Source: an optimization exercise on an open RTL-to-GDS flow (aim: small area). Production flows keep margins and buffers that such runs may drop. Function was checked by simulation only, so behaviour that the tests miss may differ from the original. Power figures rest on the tool's default switching activity, not on a simulated workload.

// flash_adc_encoder_top
module flash_adc_encoder_top #(parameter N = 255)(
    input               clk,
    input  [N-1:0]      therm_in,
    output reg [7:0]    code_out
);
clock: 3.0 ns
lec_check: 0
cap_margin: 20
core_area: 2.5 2.5 87.5 87.5
cts_buf_list: sky130_fd_sc_hd__clkbuf_2
die_area: 0 0 90 90
gpl_timing_driven: 0
place_density: 0.9
setup_slack_margin: -0.16
slew_margin: 20
standard.sh (not shown) runs the stock make flow with config.mk's settings and CLKGATE_MAP_FILE= SYNTH_SCRIPT=/design/flow/synth_recipe.tcl, a recipe that flattens the netlist after the stock synthesis.
==> flow/flow/run.sh <==
#!/bin/bash
# Layout flow: the standard ORFS flow, with two changes.
#  - Synthesis maps with an area-oriented ABC script (flow/abc_area.script):
#    the same ORFS synthesis otherwise, so the registers and their names match.
#  - The port buffers are sky130_fd_sc_hd__buf_1 cells.
set -euo pipefail
cd "$(dirname "$0")/.."
rm -rf scripts_own
cp -r "$FLOW_HOME/scripts" scripts_own
cp flow/abc_area.script scripts_own/abc_area.script
bash standard.sh SCRIPTS_DIR="$PWD/scripts_own" ABC_AREA=1 \
  "BUFFER_PORTS_ARGS=-buffer_cell sky130_fd_sc_hd__buf_1" finish > standard.log 2>&1
==> flow/flow/abc_area.script <==
strash; &get -n; &st; &nf -a -R 1000 -F 8 -A 8; &put; topo; stime -c
Edit:
--- a/flow/flow/run.sh
+++ b/flow/flow/run.sh
@@ -10,3 +10,4 @@
 cp flow/abc_area.script scripts_own/abc_area.script
 bash standard.sh SCRIPTS_DIR="$PWD/scripts_own" ABC_AREA=1 \
-  "BUFFER_PORTS_ARGS=-buffer_cell sky130_fd_sc_hd__buf_1" finish > standard.log 2>&1
+  "BUFFER_PORTS_ARGS=-buffer_cell sky130_fd_sc_hd__buf_1" \
+  SKIP_CTS_REPAIR_TIMING=1 RECOVER_POWER=100 finish > standard.log 2>&1
Settings changed: PLACE_DENSITY 0.9 to default, SETUP_SLACK_MARGIN -0.16 to default.
After rerunning:
- The new run completed without violations
- synthesized cell count is unchanged
- clock-buffer cell count does not change
- combinational power increases slightly
- wire length rises slightly
- final area increases slightly
- total power rises slightly
- worst setup slack improved by 0.048 ns
- die area is unchanged
Edit:
--- a/flow/flow/run.sh
+++ b/flow/flow/run.sh
@@ -10,4 +10,3 @@
 cp flow/abc_area.script scripts_own/abc_area.script
 bash standard.sh SCRIPTS_DIR="$PWD/scripts_own" ABC_AREA=1 \
-  "BUFFER_PORTS_ARGS=-buffer_cell sky130_fd_sc_hd__buf_1" \
-  SKIP_CTS_REPAIR_TIMING=1 RECOVER_POWER=100 finish > standard.log 2>&1
+  "BUFFER_PORTS_ARGS=-buffer_cell sky130_fd_sc_hd__buf_1" finish > standard.log 2>&1
Settings changed: PLACE_DENSITY from default to 0.8, SETUP_SLACK_MARGIN from default to -0.16.
Effect: The new run ran to the end with no violations; sequential share of layout area barely changes; first-iteration DRC count grows by 43%; core utilization shrinks by 0.39 points; worst setup slack degrades by 0.13 ns; sequential cell count does not change; maximum frequency shrinks by 4.5%; design area shrinks by about 0.8%.


Starting RTL as in the previous note.
Settings: LEC_CHECK=0, CAP_MARGIN=20, CORE_AREA=2.5 2.5 87.5 87.5, CTS_BUF_LIST=sky130_fd_sc_hd__clkbuf_2, DIE_AREA=0 0 90 90, GPL_TIMING_DRIVEN=0, PLACE_DENSITY=0.8, SETUP_SLACK_MARGIN=-0.08, SLEW_MARGIN=20; clock period 3.0 ns.
==> flow/flow/run.sh <==
#!/bin/bash
# Layout flow: the standard ORFS flow, with two changes.
#  - Synthesis maps with an area-oriented ABC script (flow/abc_area.script):
#    the same ORFS synthesis otherwise, so the registers and their names match.
#  - The port buffers are sky130_fd_sc_hd__buf_1 cells.
set -euo pipefail
cd "$(dirname "$0")/.."
rm -rf scripts_own
cp -r "$FLOW_HOME/scripts" scripts_own
cp flow/abc_area.script scripts_own/abc_area.script
bash standard.sh SCRIPTS_DIR="$PWD/scripts_own" ABC_AREA=1 \
  "BUFFER_PORTS_ARGS=-buffer_cell sky130_fd_sc_hd__buf_1" finish > standard.log 2>&1
Scripts as last shown in full above: flow/flow/abc_area.script
==> next run, changes <==
--- a/flow/flow/run.sh
+++ b/flow/flow/run.sh
@@ -12 +12,2 @@
-  "BUFFER_PORTS_ARGS=-buffer_cell sky130_fd_sc_hd__buf_1" finish > standard.log 2>&1
+  "BUFFER_PORTS_ARGS=-buffer_cell sky130_fd_sc_hd__buf_1" \
+  SKIP_CTS_REPAIR_TIMING=1 RECOVER_POWER=100 finish > standard.log 2>&1
Settings changed: PLACE_DENSITY 0.8 to not set.
=>
- The new run ran to the end with no violations
- non-clock buffer count does not change
- flip-flop and latch count is unchanged
- power fell by 0.83%
- first-iteration DRC count fell by 21%
==> next run, changes <==
--- a/flow/flow/run.sh
+++ b/flow/flow/run.sh
@@ -12,2 +12 @@
-  "BUFFER_PORTS_ARGS=-buffer_cell sky130_fd_sc_hd__buf_1" \
-  SKIP_CTS_REPAIR_TIMING=1 RECOVER_POWER=100 finish > standard.log 2>&1
+  "BUFFER_PORTS_ARGS=-buffer_cell sky130_fd_sc_hd__buf_1" finish > standard.log 2>&1
Settings changed: CORE_AREA 2.5 2.5 87.5 87.5 to 2.5 2.5 107.5 107.5, DIE_AREA 0 0 90 90 to 0 0 110 110, SETUP_SLACK_MARGIN -0.08 to not set.
Synthesized area is unchanged.
Critical path depth is higher by 1.
Sequential share of layout area hardly moves.
Non-clock buffer count stays the same.
==> next run, changes <==
Settings changed: CORE_AREA 2.5 2.5 107.5 107.5 to 2.5 2.5 87.5 87.5, DIE_AREA 0 0 110 110 to 0 0 90 90.
Effect: The new run went through all stages and came out clean. Via count rises by about 3%. Cell area falls by 1.7%. Final cell count falls by 5.0%. Worst hold slack gets worse by 0.041 ns. Setup slack gets worse by 0.015 ns. Global-route usage rises by 6.8 points.
==> next run, changes <==
Settings changed: SETUP_SLACK_MARGIN set to -0.16.
=> Setup slack got worse by 0.11 ns. Area after synthesis is unchanged. Routed wire length is about the same. Final area decreases by 0.63%. Global-route usage is unchanged. Sequential power hardly moves. Fmax went down by 3.9%. Utilization goes down by 0.30 points. Total power fell by 0.37%.

[static timing again, ports no longer ideal]
How much do the figures lean on ideal ports? The routed layouts below were timed once more, with nothing changed but the port constraints.
Step 1 (the two cells are an assumption about what drives the block):
set clk [get_ports {clk}]
set_driving_cell -lib_cell sky130_fd_sc_hd__clkbuf_16 $clk
set_driving_cell -lib_cell sky130_fd_sc_hd__buf_2 [delete_from_list [all_inputs] $clk]
Step 2, shift: input delay + t, output delay - t, t = (earliest + latest rising clock arrival at the registers) / 2. This alone moves slack from input paths to output paths.
Three values: ideal, step 1, step 2; two values: the first two.
run | t, ns | setup slack, ns | worst hold slack (ns) | worst data-port slew with drivers (ns) | cell pins on the clock port's net
the first run of note 1 | 0.248 | 0.202 / 0.203 / -0.045 | 0.769 / 0.771 / 1.019 | 0.07 | 1
the second run of note 1 | 0.240 | 0.250 / 0.251 / 0.011 | 0.738 / 0.741 / 0.981 | 0.05 | 1
the third run of note 1 | 0.266 | 0.120 / 0.123 / -0.143 | 0.734 / 0.735 / 1.000 | 0.06 | 1
the first run of note 2 | 0.267 | 0.216 / 0.218 / -0.048 | 0.736 / 0.737 / 1.003 | 0.06 | 1
the second run of note 2 | 0.240 | 0.210 / 0.206 / -0.034 | 0.744 / 0.747 / 0.987 | 0.05 | 1
the third run of note 2 | 0.248 | 0.265 / 0.266 / 0.018 | 0.779 / 0.781 / 1.015 | 0.04 | 1
the fourth run of note 2 | 0.240 | 0.250 / 0.251 / 0.011 | 0.738 / 0.741 / 0.981 | 0.05 | 1
the fifth run of note 2 | 0.241 | 0.138 / 0.139 / -0.102 | 0.741 / 0.744 / 0.985 | 0.05 | 1
With both steps, setup timing fails in 5 of these runs, where it was met with ideal ports. For the first run of note 2, which loses most, drivers alone change the setup slack by +0.002 ns; drivers and shift together by -0.264 ns.
